Background: an optimization exercise with open tools, aiming at small area, a short achievable clock period and few clock cycles. Do not read the settings as production practice. At most, simulation tests tie the RTL to the original design; equivalence was not proved. Power figures rest on the tool's default switching activity, not on a simulated workload.

==> module LBP, before the edit <==
module LBP ( clk, reset, gray_addr, gray_req, gray_data, lbp_addr, lbp_write, lbp_data, finish);
input   	clk;
input   	reset;
output  [5:0] 	gray_addr;
output        	gray_req;
input   	[7:0] 	gray_data;
output reg [5:0] 	lbp_addr;
output reg 		lbp_write;
output reg [7:0] 	lbp_data;
output reg 	finish;
reg [5:0] cnt;
wire [2:0] r = cnt[5:3];
wire [2:0] c = cnt[2:0];
wire last = (cnt == 6'd63);
assign gray_addr = cnt;
assign gray_req  = 1'b1;
always @(posedge clk or posedge reset)
begin
	if (reset) cnt <= 6'd0;
	else if (!last) cnt <= cnt + 6'd1;
end
always @(posedge clk)
begin
	finish <= last;
	lbp_write <= !finish && (r >= 3'd2) && (c >= 3'd2);
end
reg [7:0] s1, s2, s3, s4, s5, s6, s7, s8, s9;
wire [7:0] n = gray_data;     
wire [7:0] a = s9;            
wire [7:0] b = s8;            
wire [7:0] cc = s7;           
wire [7:0] d = s1;            
always @(posedge clk)
begin
	s1 <= n; s2 <= s1; s3 <= s2; s4 <= s3; s5 <= s4;
	s6 <= s5; s7 <= s6; s8 <= s7; s9 <= s8;
end
reg [3:0] l0_1, l0_2, l0_3, l0_4, l0_5, l0_6, l0_7, l0_8, l0_9;
reg [7:0] l4;
reg [1:0] l5;
reg       l6;
always @(posedge clk)
begin
	l0_1 <= {d >= n, cc >= n, b >= n, a >= n};
	l0_2 <= l0_1; l0_3 <= l0_2; l0_4 <= l0_3; l0_5 <= l0_4;
	l0_6 <= l0_5; l0_7 <= l0_6; l0_8 <= l0_7; l0_9 <= l0_8;
	l4 <= {l4[6:0], n >= d};
	l5 <= {l5[0], n >= cc};
	l6 <= n >= b;
	lbp_data <= {n >= a, l6, l5[1], l4[7], l0_9};
	lbp_addr <= {r - 3'd1, c - 3'd1};
end
endmodule
make LEC_CHECK=0 CAP_MARGIN=20 CORE_MARGIN=2 CORE_UTILIZATION=55 CTS_BUF_LIST='sky130_fd_sc_hd__clkbuf_8 sky130_fd_sc_hd__clkbuf_4' CTS_CLUSTER_DIAMETER=100 CTS_CLUSTER_SIZE=40 SETUP_SLACK_MARGIN=2.2 SLEW_MARGIN=20 finish   # period 4.0 ns
run.sh (not shown) runs the stock make flow with config.mk's settings and CLKGATE_MAP_FILE= SYNTH_SCRIPT=/design/flow/synth_recipe.tcl, a recipe that flattens the netlist after the stock synthesis.
Testbench counts at the start, summed over its fixed seeds: cycles 4,160.
Rerun with:
==> flow/design.v (replaced) <==
`timescale 1ns/10ps
module LBP ( clk, reset, gray_addr, gray_req, gray_data, lbp_addr, lbp_write, lbp_data, finish);
input   	clk;
input   	reset;
output  [5:0] 	gray_addr;
output        	gray_req;
input   	[7:0] 	gray_data;
output reg [5:0] 	lbp_addr;
output reg 		lbp_write;
output reg [7:0] 	lbp_data;
output  	finish;
reg [6:0] cnt;
wire [2:0] r = cnt[5:3];
wire [2:0] c = cnt[2:0];
assign gray_addr = cnt[5:0];
assign gray_req  = 1'b1;
assign finish    = cnt[6];
always @(posedge clk or posedge reset)
begin
	if (reset) cnt <= 7'd0;
	else if (!cnt[6]) cnt <= cnt + 7'd1;
end
reg [7:0] s1, s2, s3, s4, s5, s6, s7, s8, s9;
wire [7:0] n = gray_data;     
wire [7:0] a = s9;            
wire [7:0] b = s8;            
wire [7:0] cc = s7;           
wire [7:0] d = s1;            
always @(posedge clk)
begin
	s1 <= n; s2 <= s1; s3 <= s2; s4 <= s3; s5 <= s4;
	s6 <= s5; s7 <= s6; s8 <= s7; s9 <= s8;
end
reg [3:0] l0_1, l0_2, l0_3, l0_4, l0_5, l0_6, l0_7, l0_8, l0_9;
reg [7:0] l4;
reg [1:0] l5;
reg       l6;
function [1:0] cmp;
	input [7:0] x, y;
	reg [7:0] g, e;
	reg [3:0] g2, e2;
	reg [1:0] g4, e4;
	begin
		g = x & ~y;
		e = ~(x ^ y);
		g2 = {g[7] | e[7] & g[6], g[5] | e[5] & g[4], g[3] | e[3] & g[2], g[1] | e[1] & g[0]};
		e2 = {e[7] & e[6], e[5] & e[4], e[3] & e[2], e[1] & e[0]};
		g4 = {g2[3] | e2[3] & g2[2], g2[1] | e2[1] & g2[0]};
		e4 = {e2[3] & e2[2], e2[1] & e2[0]};
		cmp = {g4[1] | e4[1] & g4[0], e4[1] & e4[0]};
	end
endfunction
wire [1:0] ca = cmp(a, n);
wire [1:0] cb = cmp(b, n);
wire [1:0] cc2 = cmp(cc, n);
wire [1:0] cd = cmp(d, n);
wire a_ge = ca[1] | ca[0], n_ge_a = ~ca[1];
wire b_ge = cb[1] | cb[0], n_ge_b = ~cb[1];
wire c_ge = cc2[1] | cc2[0], n_ge_c = ~cc2[1];
wire d_ge = cd[1] | cd[0], n_ge_d = ~cd[1];
always @(posedge clk)
begin
	l0_1 <= {d_ge, c_ge, b_ge, a_ge};
	l0_2 <= l0_1; l0_3 <= l0_2; l0_4 <= l0_3; l0_5 <= l0_4;
	l0_6 <= l0_5; l0_7 <= l0_6; l0_8 <= l0_7; l0_9 <= l0_8;
	l4 <= {l4[6:0], n_ge_d};
	l5 <= {l5[0], n_ge_c};
	l6 <= n_ge_b;
	lbp_data <= {n_ge_a, l6, l5[1], l4[7], l0_9};
	lbp_addr <= {r - 3'd1, c - 3'd1};
end
always @(posedge clk or posedge reset)
begin
	if (reset) lbp_write <= 1'b0;
	else lbp_write <= !cnt[6] && (r >= 3'd2) && (c >= 3'd2);
end
endmodule
After rerunning: Non-clock buffer count goes up by 2. Critical path depth goes up by 1. Cell area stays flat. Worst hold slack is about the same. Worst setup slack got worse by 0.0061 ns. Synthesized cell count goes down by 8.2%. Flip-flop and latch count is unchanged. Power goes down by 2.3%. First-iteration DRC count goes up by 27%. Count of clock-buffer cells in the layout goes down by 1.
The RTL of the second run of this note was laid out without a check of its function.

========
Another version of the RTL of LBP (not shown whole).
Size: ~270 cells after synthesis, ~130 flip-flops, about 3700 µm² of cells after synthesis.
==> module LBP, before the edit <==
module LBP ( clk, reset, gray_addr, gray_req, gray_data, lbp_addr, lbp_write, lbp_data, finish);
input   	clk;
input   	reset;
output  [5:0] 	gray_addr;
output        	gray_req;
input   	[7:0] 	gray_data;
output reg [5:0] 	lbp_addr;
output reg 		lbp_write;
output reg [7:0] 	lbp_data;
output reg 	finish;
reg [5:0] cnt;
wire [2:0] r = cnt[5:3];
wire [2:0] c = cnt[2:0];
assign gray_addr = cnt;
assign gray_req  = 1'b1;
always @(posedge clk or posedge reset)
begin
	if (reset) begin
		cnt <= 6'd0;
		finish <= 1'b0;
	end else begin
		cnt <= cnt + 6'd1;
		if (cnt == 6'd63) finish <= 1'b1;
	end
end
always @(posedge clk)
begin
	lbp_write <= !finish && (r >= 3'd2) && (c >= 3'd2);
end
reg [7:0] s1, s2, s3, s4, s5, s6, s7, s8, s9;
wire [7:0] n = gray_data;     
wire [7:0] a = s9;            
wire [7:0] b = s8;            
wire [7:0] cc = s7;           
wire [7:0] d = s1;            
always @(posedge clk)
begin
	s1 <= n; s2 <= s1; s3 <= s2; s4 <= s3; s5 <= s4;
	s6 <= s5; s7 <= s6; s8 <= s7; s9 <= s8;
end
reg [3:0] l0_1, l0_2, l0_3, l0_4, l0_5, l0_6, l0_7, l0_8, l0_9;
reg [1:0] l5;
reg       l6;
function [1:0] cmp;   
	input [7:0] x, y;
	reg [7:0] g, p;
	reg [3:0] g2, p2;
	reg [1:0] g4, p4;
	begin
		g = x & ~y;
		p = x | ~y;
		g2 = {g[7] | p[7] & g[6], g[5] | p[5] & g[4], g[3] | p[3] & g[2], g[1] | p[1] & g[0]};
		p2 = {g[7] | p[7] & p[6], g[5] | p[5] & p[4], g[3] | p[3] & p[2], g[1] | p[1] & p[0]};
		g4 = {g2[3] | p2[3] & g2[2], g2[1] | p2[1] & g2[0]};
		p4 = {g2[3] | p2[3] & p2[2], g2[1] | p2[1] & p2[0]};
		cmp = {g4[1] | p4[1] & g4[0], g4[1] | p4[1] & p4[0]};
	end
endfunction
wire [1:0] ca = cmp(a, n), cb = cmp(b, n), cc2 = cmp(cc, n), cd = cmp(d, n), cba = cmp(b, a);
wire a_ge = ca[0], n_ge_a = ~ca[1];
wire b_ge = cb[0], n_ge_b = ~cb[1];
wire c_ge = cc2[0], n_ge_c = ~cc2[1];
wire d_ge = cd[0];
wire b_ge_a = cba[0];
always @(posedge clk)
begin
	l0_1 <= {d_ge, c_ge, b_ge, a_ge};
	l0_2 <= l0_1; l0_3 <= l0_2; l0_4 <= l0_3; l0_5 <= l0_4;
	l0_6 <= l0_5; l0_7 <= l0_6; l0_8 <= l0_7; l0_9 <= l0_8;
	l5 <= {l5[0], n_ge_c};
	l6 <= n_ge_b;
	lbp_data <= {n_ge_a, l6, l5[1], b_ge_a, l0_9};
	lbp_addr <= {r - 3'd1, c - 3'd1};
end
endmodule
clock: 4.0 ns
lec_check: 0
cap_margin: 20
core_margin: 2
core_utilization: 55
cts_buf_list: sky130_fd_sc_hd__clkbuf_8 sky130_fd_sc_hd__clkbuf_4
cts_cluster_diameter: 100
cts_cluster_size: 40
setup_slack_margin: 2.3
slew_margin: 20
standard.sh (not shown) runs the stock make flow with config.mk's settings and CLKGATE_MAP_FILE= SYNTH_SCRIPT=/design/flow/synth_recipe.tcl, a recipe that flattens the netlist after the stock synthesis.
==> flow/flow/run.sh <==
#!/bin/bash
# The standard layout, with plain buf_2 cells as the port buffers instead of
# the slow delay cells buffer_ports picks by default.
set -euo pipefail
export BUFFER_PORTS_ARGS="-buffer_cell sky130_fd_sc_hd__buf_2"
bash standard.sh > standard.log 2>&1
The first run ran to the end with no violations.
Testbench counts at the start, summed over its fixed seeds: cycles 4,160.
Next try:
--- a/flow/design.v
+++ b/flow/design.v
@@ -30,13 +30,13 @@
 end
 reg [7:0] s1, s2, s3, s4, s5, s6, s7, s8, s9;
 wire [7:0] n = gray_data;     
-wire [7:0] a = s9;            
-wire [7:0] b = s8;            
-wire [7:0] cc = s7;           
-wire [7:0] d = s1;            
+wire [7:0] a = ~s9;           
+wire [7:0] b = ~s8;           
+wire [7:0] cc = ~s7;          
+wire [7:0] d = ~s1;           
 always @(posedge clk)
 begin
-	s1 <= n; s2 <= s1; s3 <= s2; s4 <= s3; s5 <= s4;
+	s1 <= ~n; s2 <= s1; s3 <= s2; s4 <= s3; s5 <= s4;
 	s6 <= s5; s7 <= s6; s8 <= s7; s9 <= s8;
 end
 reg [3:0] l0_1, l0_2, l0_3, l0_4, l0_5, l0_6, l0_7, l0_8, l0_9;
After rerunning:
- The new run passed the timing, design-rule and antenna checks
- combinational power is lower by 20%
- cell area is lower by 2.6%
- flip-flop and latch count does not change
- non-clock buffer count is lower by 3
- synthesized cell count is higher by 5.8%
- fmax is higher by 1.9%
- sequential share of layout area is higher by 1.5 points
- via count is higher by 5.8%
- area after synthesis is lower by 1.3%
- core utilization is lower by 1.4 points
Testbench counts after the change, summed over its fixed seeds: cycles 4,160.

========
## trial 49
LBP, a different RTL version from the one above (not shown whole).
Size in the first run: about 290 cells after synthesis, ~130 flip-flops, roughly 33 I/O pins.
==> module LBP, before the edit <==
module LBP ( clk, reset, gray_addr, gray_req, gray_data, lbp_addr, lbp_write, lbp_data, finish);
input   	clk;
input   	reset;
output  [5:0] 	gray_addr;
output        	gray_req;
input   	[7:0] 	gray_data;
output reg [5:0] 	lbp_addr;
output reg 		lbp_write;
output reg [7:0] 	lbp_data;
output reg 	finish;
reg [5:0] cnt;
wire [2:0] r = cnt[5:3];
wire [2:0] c = cnt[2:0];
assign gray_addr = cnt;
assign gray_req  = 1'b1;
always @(posedge clk or posedge reset)
begin
	if (reset) begin
		cnt <= 6'd0;
		finish <= 1'b0;
	end else begin
		cnt <= cnt + 6'd1;
		if (cnt == 6'd63) finish <= 1'b1;
	end
end
always @(posedge clk)
begin
	lbp_write <= !finish && (r >= 3'd2) && (c >= 3'd2);
end
reg [7:0] s1, s2, s3, s4, s5, s6, s7, s8, s9, s10;
wire [7:0] n = gray_data;     
wire [7:0] a = ~s9;           
wire [7:0] b = ~s8;           
wire [7:0] cc = ~s7;          
wire [7:0] e = ~s10;          
always @(posedge clk)
begin
	s1 <= ~n; s2 <= s1; s3 <= s2; s4 <= s3; s5 <= s4;
	s6 <= s5; s7 <= s6; s8 <= s7; s9 <= s8; s10 <= s9;
end
reg [2:0] l0_1, l0_2, l0_3, l0_4, l0_5, l0_6, l0_7, l0_8, l0_9;
reg [1:0] l5;
reg       l6;
function [1:0] cmp;   
	input [7:0] x, y;
	reg [7:0] g, p;
	reg [3:0] g2, p2;
	reg [1:0] g4, p4;
	begin
		g = x & ~y;
		p = x | ~y;
		g2 = {g[7] | p[7] & g[6], g[5] | p[5] & g[4], g[3] | p[3] & g[2], g[1] | p[1] & g[0]};
		p2 = {g[7] | p[7] & p[6], g[5] | p[5] & p[4], g[3] | p[3] & p[2], g[1] | p[1] & p[0]};
		g4 = {g2[3] | p2[3] & g2[2], g2[1] | p2[1] & g2[0]};
		p4 = {g2[3] | p2[3] & p2[2], g2[1] | p2[1] & p2[0]};
		cmp = {g4[1] | p4[1] & g4[0], g4[1] | p4[1] & p4[0]};
	end
endfunction
wire [1:0] ca = cmp(a, n), cb = cmp(b, n), cc2 = cmp(cc, n), cea = cmp(e, a), cba = cmp(b, a);
wire a_ge = ca[0], n_ge_a = ~ca[1];
wire b_ge = cb[0], n_ge_b = ~cb[1];
wire c_ge = cc2[0], n_ge_c = ~cc2[1];
wire e_ge_a = cea[0];
wire b_ge_a = cba[0];
always @(posedge clk)
begin
	l0_1 <= {c_ge, b_ge, a_ge};
	l0_2 <= l0_1; l0_3 <= l0_2; l0_4 <= l0_3; l0_5 <= l0_4;
	l0_6 <= l0_5; l0_7 <= l0_6; l0_8 <= l0_7; l0_9 <= l0_8;
	l5 <= {l5[0], n_ge_c};
	l6 <= n_ge_b;
	lbp_data <= {n_ge_a, l6, l5[1], b_ge_a, e_ge_a, l0_9};
	lbp_addr <= {r - 3'd1, c - 3'd1};
end
endmodule
clock: 4.0 ns
lec_check: 0
cap_margin: 20
core_margin: 2
core_utilization: 55
cts_buf_list: sky130_fd_sc_hd__clkbuf_8 sky130_fd_sc_hd__clkbuf_4
cts_cluster_diameter: 100
cts_cluster_size: 40
setup_slack_margin: 2.3
slew_margin: 20
==> flow/flow/run.sh <==
#!/bin/bash
# The standard layout, with plain buf_2 cells as the port buffers and a
# clock tree without dummy loads.
set -euo pipefail
export BUFFER_PORTS_ARGS="-buffer_cell sky130_fd_sc_hd__buf_2"
export CTS_ARGS="-sink_clustering_enable -repair_clock_nets -sink_clustering_size 50 -sink_clustering_max_diameter 100 -buf_list {sky130_fd_sc_hd__clkbuf_16 sky130_fd_sc_hd__clkbuf_8} -root_buf sky130_fd_sc_hd__clkbuf_16 -dont_use_dummy_load -sink_buffer_max_cap_derate 1.0"
bash standard.sh > standard.log 2>&1
#### Input delta (trial 20 over trial 49)
==> flow/design.v, changed modules only <==
module LBP ( clk, reset, gray_addr, gray_req, gray_data, lbp_addr, lbp_write, lbp_data, finish);
input   	clk;
input   	reset;
output  [5:0] 	gray_addr;
output        	gray_req;
input   	[7:0] 	gray_data;
output reg [5:0] 	lbp_addr;
output reg 		lbp_write;
output reg [7:0] 	lbp_data;
output reg 	finish;
reg [5:0] cnt;
wire [2:0] r = cnt[5:3];
wire [2:0] c = cnt[2:0];
assign gray_addr = cnt;
assign gray_req  = 1'b1;
always @(posedge clk or posedge reset)
begin
	if (reset) begin
		cnt <= 6'd0;
		finish <= 1'b0;
	end else begin
		cnt <= cnt + 6'd1;
		if (cnt == 6'd63) finish <= 1'b1;
	end
end
always @(posedge clk)
begin
	lbp_write <= !finish && (r >= 3'd2) && (c >= 3'd2);
end
reg [7:0] s1, s2, s3, s4, s5, s6, s7, s8, s9;
wire [7:0] n = gray_data;     
wire [7:0] a = s9;            
wire [7:0] b = s8;            
wire [7:0] cc = s7;           
wire [7:0] d = s1;            
always @(posedge clk)
begin
	s1 <= n; s2 <= s1; s3 <= s2; s4 <= s3; s5 <= s4;
	s6 <= s5; s7 <= s6; s8 <= s7; s9 <= s8;
end
reg [3:0] l0_1, l0_2, l0_3, l0_4, l0_5, l0_6, l0_7, l0_8, l0_9;
reg [1:0] l5;
reg       l6;
function [1:0] cmp;   
	input [7:0] x, y;
	reg [7:0] g, p;
	reg [3:0] g2, p2;
	reg [1:0] g4, p4;
	begin
		g = x & ~y;
		p = x | ~y;
		g2 = {g[7] | p[7] & g[6], g[5] | p[5] & g[4], g[3] | p[3] & g[2], g[1] | p[1] & g[0]};
		p2 = {g[7] | p[7] & p[6], g[5] | p[5] & p[4], g[3] | p[3] & p[2], g[1] | p[1] & p[0]};
		g4 = {g2[3] | p2[3] & g2[2], g2[1] | p2[1] & g2[0]};
		p4 = {g2[3] | p2[3] & p2[2], g2[1] | p2[1] & p2[0]};
		cmp = {g4[1] | p4[1] & g4[0], g4[1] | p4[1] & p4[0]};
	end
endfunction
wire [1:0] ca = cmp(a, n), cb = cmp(b, n), cc2 = cmp(cc, n), cd = cmp(d, n), cba = cmp(b, a);
wire a_ge = ca[0], n_ge_a = ~ca[1];
wire b_ge = cb[0], n_ge_b = ~cb[1];
wire c_ge = cc2[0], n_ge_c = ~cc2[1];
wire d_ge = cd[0];
wire b_ge_a = cba[0];
always @(posedge clk)
begin
	l0_1 <= {d_ge, c_ge, b_ge, a_ge};
	l0_2 <= l0_1; l0_3 <= l0_2; l0_4 <= l0_3; l0_5 <= l0_4;
	l0_6 <= l0_5; l0_7 <= l0_6; l0_8 <= l0_7; l0_9 <= l0_8;
	l5 <= {l5[0], n_ge_c};
	l6 <= n_ge_b;
	lbp_data <= {n_ge_a, l6, l5[1], b_ge_a, l0_9};
	lbp_addr <= {r - 3'd1, c - 3'd1};
end
endmodule
## What came out
Across trial 20 and trial 49, the outcome is the same: a clean finish for every run.
For all-layer global routing usage, trial 20 and trial 49 come out practically identical.
Trial 20: wire length lower than trial 49
As far as combined buffer and inverter count along the critical path goes, trial 20 and trial 49 are indistinguishable; the numbers are identical.
| via count of the first global-routing pass | lower: trial 20 |
Trial 20 carries more flip-flops than trial 49.
Testbench counts of trial 20, summed over its fixed seeds: cycles 4,160.
Only the layout flow was run in trial 49; the RTL was not checked for function there.

separate check: timing with driven ports:
In the flow no input, the clock included, has a driving cell. The finished layouts below were timed again as built, in two steps. Step 1 assumes that a clkbuf_16 drives the clock port and a buf_2 every other input. Step 2, shift: input delay + t, output delay - t, t = (earliest + latest rising clock arrival at the registers) / 2. This alone moves slack from input paths to output paths. Three values: no drivers, after step 1, after step 2; two values: the first two.
run	t, ns	setup WS [ns]	worst hold slack (ns)	slew at the worst register clock pin (ns)	cell pins on the clock port's net
the first run of note 1	0.445	2.231 / 2.212 / 1.794	0.325 / 0.325 / 0.325	0.08 / 0.08	1
the second run of note 1	0.443	2.225 / 2.210 / 1.785	0.323 / 0.323 / 0.323	0.08 / 0.08	1
the first run of note 2	0.448	2.234 / 2.206 / 1.771	0.287 / 0.276 / 0.319	0.08 / 0.08	1
the second run of note 2	0.434	2.268 / 2.234 / 1.946	0.315 / 0.302 / 0.323	0.08 / 0.08	1
trial 49	0.432	2.278 / 2.244 / 1.919	0.310 / 0.309 / 0.310	0.06 / 0.06	1
trial 20	0.422	2.195 / 2.182 / 1.760	0.307 / 0.307 / 0.307	0.06 / 0.06	1
After both steps setup and hold are still met in every run listed. The setup slack of the first run of note 2, which loses most, moves by -0.028 ns with the drivers and by -0.463 ns with both steps.
